From an optimization exercise on the open Yosys and OpenROAD flow, aimed at small area, a short achievable clock period and few clock cycles; shortcuts taken in it are not production practice.
In this exercise RTL edits were held to simulation tests only and were not proved equivalent to the original.
Power is estimated from default activity; no workload was simulated.

== AL ==
## lm32_top
module lm32_top (
    clk_i,
    rst_i,
    interrupt,
    I_DAT_I,
    I_ACK_I,
    I_ERR_I,
    I_RTY_I,
    D_DAT_I,
    D_ACK_I,
    D_ERR_I,
    D_RTY_I,
    I_DAT_O,
    I_ADR_O,
    I_CYC_O,
    I_SEL_O,
    I_STB_O,
    I_WE_O,
    I_CTI_O,
    I_LOCK_O,
    I_BTE_O,
    D_DAT_O,
    D_ADR_O,
    D_CYC_O,
    D_SEL_O,
    D_STB_O,
    D_WE_O,
    D_CTI_O,
    D_LOCK_O,
    D_BTE_O
    );
input clk_i;
input rst_i;
input [31:0] interrupt;
input [31:0] I_DAT_I;
input I_ACK_I;
input I_ERR_I;
input I_RTY_I;
input [31:0] D_DAT_I;
input D_ACK_I;
input D_ERR_I;
input D_RTY_I;
output [31:0] I_DAT_O;
output [31:0] I_ADR_O;
output I_CYC_O;
output [3:0] I_SEL_O;
output I_STB_O;
output I_WE_O;
output [2:0] I_CTI_O;
output I_LOCK_O;
output [1:0] I_BTE_O;
output [31:0] D_DAT_O;
output [31:0] D_ADR_O;
output D_CYC_O;
output [3:0] D_SEL_O;
output D_STB_O;
output D_WE_O;
output [2:0] D_CTI_O;
output D_LOCK_O;
output [1:0] D_BTE_O;
reg boot;                
reg ex;                  
reg [2:0] mc;            
reg [29:0] fpc;          
reg i_req;               
reg i_got;               
reg kill;                
reg kill_irq;            
reg [29:0] epc;          
reg [31:0] ir;           
reg [31:0] opa;          
reg [31:0] opb;          
reg c_sub, c_load, c_store, c_mul, c_we, c_pcsel;
reg c_bcond, c_pred, c_eret, c_wcsr, c_scall;
reg s_csr, s_sext, s_logic, s_cmp, s_shift, s_link;
reg [4:0] c_wa;
reg [1:0] c_size;
reg c_sx;
reg [29:0] c_alt;        
reg [15:0] c_imm;
reg [8:0] c_fn;          
reg d_req;
reg d_ld;
reg [31:0] dadr;
reg [31:0] ddat;
reg [3:0] dsel;
reg dwe;
reg [4:0] lrd;           
reg [1:0] lsz;
reg lsx;
reg lbuf_v;              
reg [31:0] p_s, p_c;
reg [31:0] macc;
reg ie, eie;
reg [31:0] im, ip;
reg [23:0] eba;
reg irq_q;
reg [31:0] rf [0:31];
wire i_ack = i_req & I_ACK_I;
wire ld_ack = d_req & D_ACK_I & d_ld;
wire [31:0] inst = i_got ? ir : I_DAT_I;
reg [31:0] ld_data;
always @(*)
begin
  ...
Size in the first run: about 9,700 cells after synthesis, about 260 I/O pins.
Settings: LEC_CHECK=0, ABC_CLOCK_PERIOD_IN_PS=4000, CAP_MARGIN=20, CORE_MARGIN=2, CORE_UTILIZATION=40, SETUP_SLACK_MARGIN=5.0, SLEW_MARGIN=20, TNS_END_PERCENT=10; clock period 9.0 ns.
run.sh (not shown) runs the stock make flow with config.mk's settings and CLKGATE_MAP_FILE= SYNTH_SCRIPT=/design/flow/synth_recipe.tcl, a recipe that flattens the netlist after the stock synthesis.
Testbench counts of AL, summed over its fixed seeds: cycles 154,606.
Modified inputs, TR compared to AL
diff --git a/flow/design.v b/flow/design.v
--- a/flow/design.v
+++ b/flow/design.v
@@ -82,19 +82,20 @@
 reg d_req;
 reg d_ld;
 reg [31:0] dadr;
 reg [31:0] ddat;
 reg [3:0] dsel;
 reg dwe;
 reg [4:0] lrd;           
 reg [1:0] lsz;
 reg lsx;
-reg lbuf_v;              
+reg [31:0] lbuf;         
+reg lbuf_v;
 reg [31:0] p_s, p_c;
 reg [31:0] macc;
 reg ie, eie;
 reg [31:0] im, ip;
 reg [23:0] eba;
 reg irq_q;
 reg [31:0] rf [0:31];
 wire i_ack = i_req & I_ACK_I;
 wire ld_ack = d_req & D_ACK_I & d_ld;
@@ -146,20 +147,20 @@
 wire d_wcsr  = op == 6'h34;
 wire d_use_imm = !inst[31] & !d_bra & !d_store;
 wire d_sx_imm = !(d_and | d_cmpu | d_nor | d_or | d_xnor | d_xor);
 wire [31:0] d_imm = (d_andhi | d_orhi) ? {inst[15:0], 16'h0000}
                                        : {{16{d_sx_imm & inst[15]}}, inst[15:0]};
 wire d_wen = !(d_bra | d_raise | d_store | d_wcsr);
 wire [4:0] d_wa = (d_call | d_calli) ? 5'd29 : (!inst[31] ? inst[20:16] : inst[15:11]);
 wire ld_busy = (d_req & d_ld & !D_ACK_I) | lbuf_v;
 wire ld_dep = (inst[25:21] == lrd) | (inst[20:16] == lrd) | (d_wa == lrd);
-wire ready_b = !ex & (mc == 3'd0) & !boot & ((i_ack & !kill) | i_got);
-wire ready = ready_b & !(ld_busy & ld_dep);
+wire ready = !ex & (mc == 3'd0) & !boot & ((i_ack & !kill) | i_got)
+           & !(ld_busy & ld_dep);
 wire d_long = d_bi | d_calli;
 wire d_pred = d_bcond & inst[15];
 wire [29:0] f_inc = fpc + 30'd1;
 wire [16:0] t_lo = {1'b0, fpc[15:0]} + {1'b0, inst[15:0]};
 wire [10:0] t_mid0 = {1'b0, fpc[25:16]} + {1'b0, inst[25:16]};
 wire [10:0] t_mid1 = {1'b0, fpc[25:16]} + {1'b0, inst[25:16]} + 11'd1;
 wire [10:0] t_mid = t_lo[16] ? t_mid1 : t_mid0;
 wire [13:0] h16_p = fpc[29:16] + 14'd1;
 wire [13:0] h16_m = fpc[29:16] - 14'd1;
@@ -284,23 +285,23 @@
 wire [31:0] cd = {((cb & pr6) | (cb & pr7) | (pr6 & pr7)), 1'b0};
 wire [31:0] se = sc ^ cc ^ sd;
 wire [31:0] ce = {((sc & cc) | (sc & sd) | (cc & sd)), 1'b0};
 wire [31:0] sf = se ^ ce ^ cd;
 wire [31:0] cf = {((se & ce) | (se & cd) | (ce & cd)), 1'b0};
 wire [31:0] sg = macc ^ p_s ^ p_c;
 wire [31:0] cg = {((macc & p_s) | (macc & p_c) | (p_s & p_c)), 1'b0};
 wire [31:0] mres = sg + cg;
 wire m_last = mc == 3'd1;
-wire e_wr = ex & (irq_take | c_we);
+wire e_wr = e_go & (irq_take | c_we);
 wire ld_now = ld_ack & !e_wr & !m_last;
 wire rf_we = lbuf_v | ld_now | m_last | e_wr;
 wire [4:0] rf_wa = (lbuf_v | ld_now) ? lrd : irq_take ? 5'd30 : c_wa;
-wire [31:0] rf_wd = lbuf_v ? ddat : ld_now ? ld_data : m_last ? macc : e_res;
+wire [31:0] rf_wd = lbuf_v ? lbuf : ld_now ? ld_data : m_last ? mres : e_res;
 always @(posedge clk_i)
     if (rf_we)
         rf[rf_wa] <= rf_wd;
 always @(posedge clk_i)
 begin
     if (rst_i) begin
         boot <= 1'b1;
         ex <= 1'b0;
         mc <= 3'd0;
@@ -326,23 +327,22 @@
             end else if (!ready)
                 i_got <= 1'b1;
         end
         if (ready) begin
             i_got <= 1'b0;
             fpc <= pred;
             i_req <= 1'b1;
             ex <= 1'b1;
         end
-        if (e_go)
+        if (e_go) begin
             ex <= 1'b0;
-        if (ex) begin
             if (c_mul & !irq_take)
-                mc <= 3'd5;
+                mc <= 3'd4;
             if (redirect) begin
                 if (i_req & !I_ACK_I) begin
                     kill <= 1'b1;
                     kill_irq <= irq_take;
                 end else begin
                     fpc <= target;
                     i_req <= 1'b1;
                     i_got <= 1'b0;
                 end
@@ -352,19 +352,19 @@
             d_req <= 1'b0;
         if (mem_go)
             d_req <= 1'b1;
     end
 end
 always @(posedge clk_i)
 begin
     if (i_ack & !kill)
         ir <= I_DAT_I;
-    if (ready_b) begin
+    if (ready) begin
         epc <= fpc;
         opa <= va;
         opb <= d_use_imm ? d_imm : vb;
         c_alt <= d_alt;
         c_imm <= inst[15:0];
         c_fn <= inst[29:21];
         c_size <= inst[27:26];
         c_sx <= inst[28];
         c_sub <= d_sub;
@@ -380,20 +380,20 @@
         c_wcsr <= d_wcsr;
         c_scall <= d_scall;
         s_csr <= d_rcsr;
         s_sext <= d_sext;
         s_logic <= d_logic;
         s_cmp <= d_cmp;
         s_shift <= d_shift;
         s_link <= d_call | d_calli;
     end
-    if (ld_ack & !ld_now)
-        ddat <= ld_data;
+    if (ld_ack)
+        lbuf <= ld_data;
     p_s <= sf;
     p_c <= cf;
     if ((ex & c_mul) | (mc != 3'd0)) begin
         macc <= ex ? 32'd0 : mres;
         opa <= {opa[23:0], 8'h00};
         opb <= {8'h00, opb[31:8]};
     end
     if (mem_go) begin
         dadr <= addr;
@@ -412,19 +412,19 @@
         ie <= 1'b0;
         eie <= 1'b0;
         im <= 32'd0;
         ip <= 32'd0;
         eba <= 24'd0;
         irq_q <= 1'b0;
     end else begin
         ip <= ip | interrupt;
         irq_q <= ie & (|(ip & im));
-        if (ex) begin
+        if (e_go) begin
             if (irq_take | c_scall) begin
                 eie <= ie;
                 ie <= 1'b0;
             end else if (c_eret)
                 ie <= eie;
             else if (c_wcsr) begin
                 case (c_fn[3:0])
                 4'h0: begin
                     ie <= opb[0];
Results
Area of all placed cells without fillers (higher): AL. Taking AL as 1.0, TR lands at 0.876 on first-pass GRT wire length. TR vs AL — power dissipated by switching net loads rose about 6%. Side by side, sequential power turned out higher in TR than in AL. Summary: with AL as the reference, first-iteration DRC count in TR moved down by more than 10%. Compared to AL, TR was floorplanned on a smaller die. | adder-cell share of the synthesized area | AL vs TR | ≈ equal |. Slowest library cell on the worst path = sky130_fd_sc_hd__o311ai_0: TR; slowest library cell on the worst path = sky130_fd_sc_hd__o21ai_0: AL. TR ended with less worst hold margin than AL. [compare] base=AL new=TR: area added between synthesis and finish fell 2.3 points, clock-pin slew on the worst setup and hold paths level.
Testbench counts of TR, summed over its fixed seeds: cycles 153,383.

static timing again, ports no longer ideal:
Ports are ideal in the flow. The routed layouts listed here were re-timed in OpenROAD. Step 1, drivers: a clkbuf_16 drives clk_i and a buf_2 each remaining input, both assumed. Step 2 moves the port delays by t, midway between the first and last clock arrival at a register: inputs arrive t later, outputs are due t later. That takes back most of the time a late clock gives input paths. Slacks: ideal / step 1 / step 2; pairs: ideal / step 1.
run | t, ns | setup WS [ns] | worst setup path at the end | latest minus earliest clock arrival (ns) | cell pins on the clock port's net
AL | 0.947 | 4.510 / 4.510 / 3.679 | input to register | 0.073 / 0.074 | 1
TR | 0.921 | 4.180 / 4.238 / 3.317 | input to register | 0.050 / 0.050 | 1
After both steps every run listed still meets setup and hold. The setup slack of TR, which loses most, moves by +0.058 ns with the drivers and by -0.863 ns with both steps.
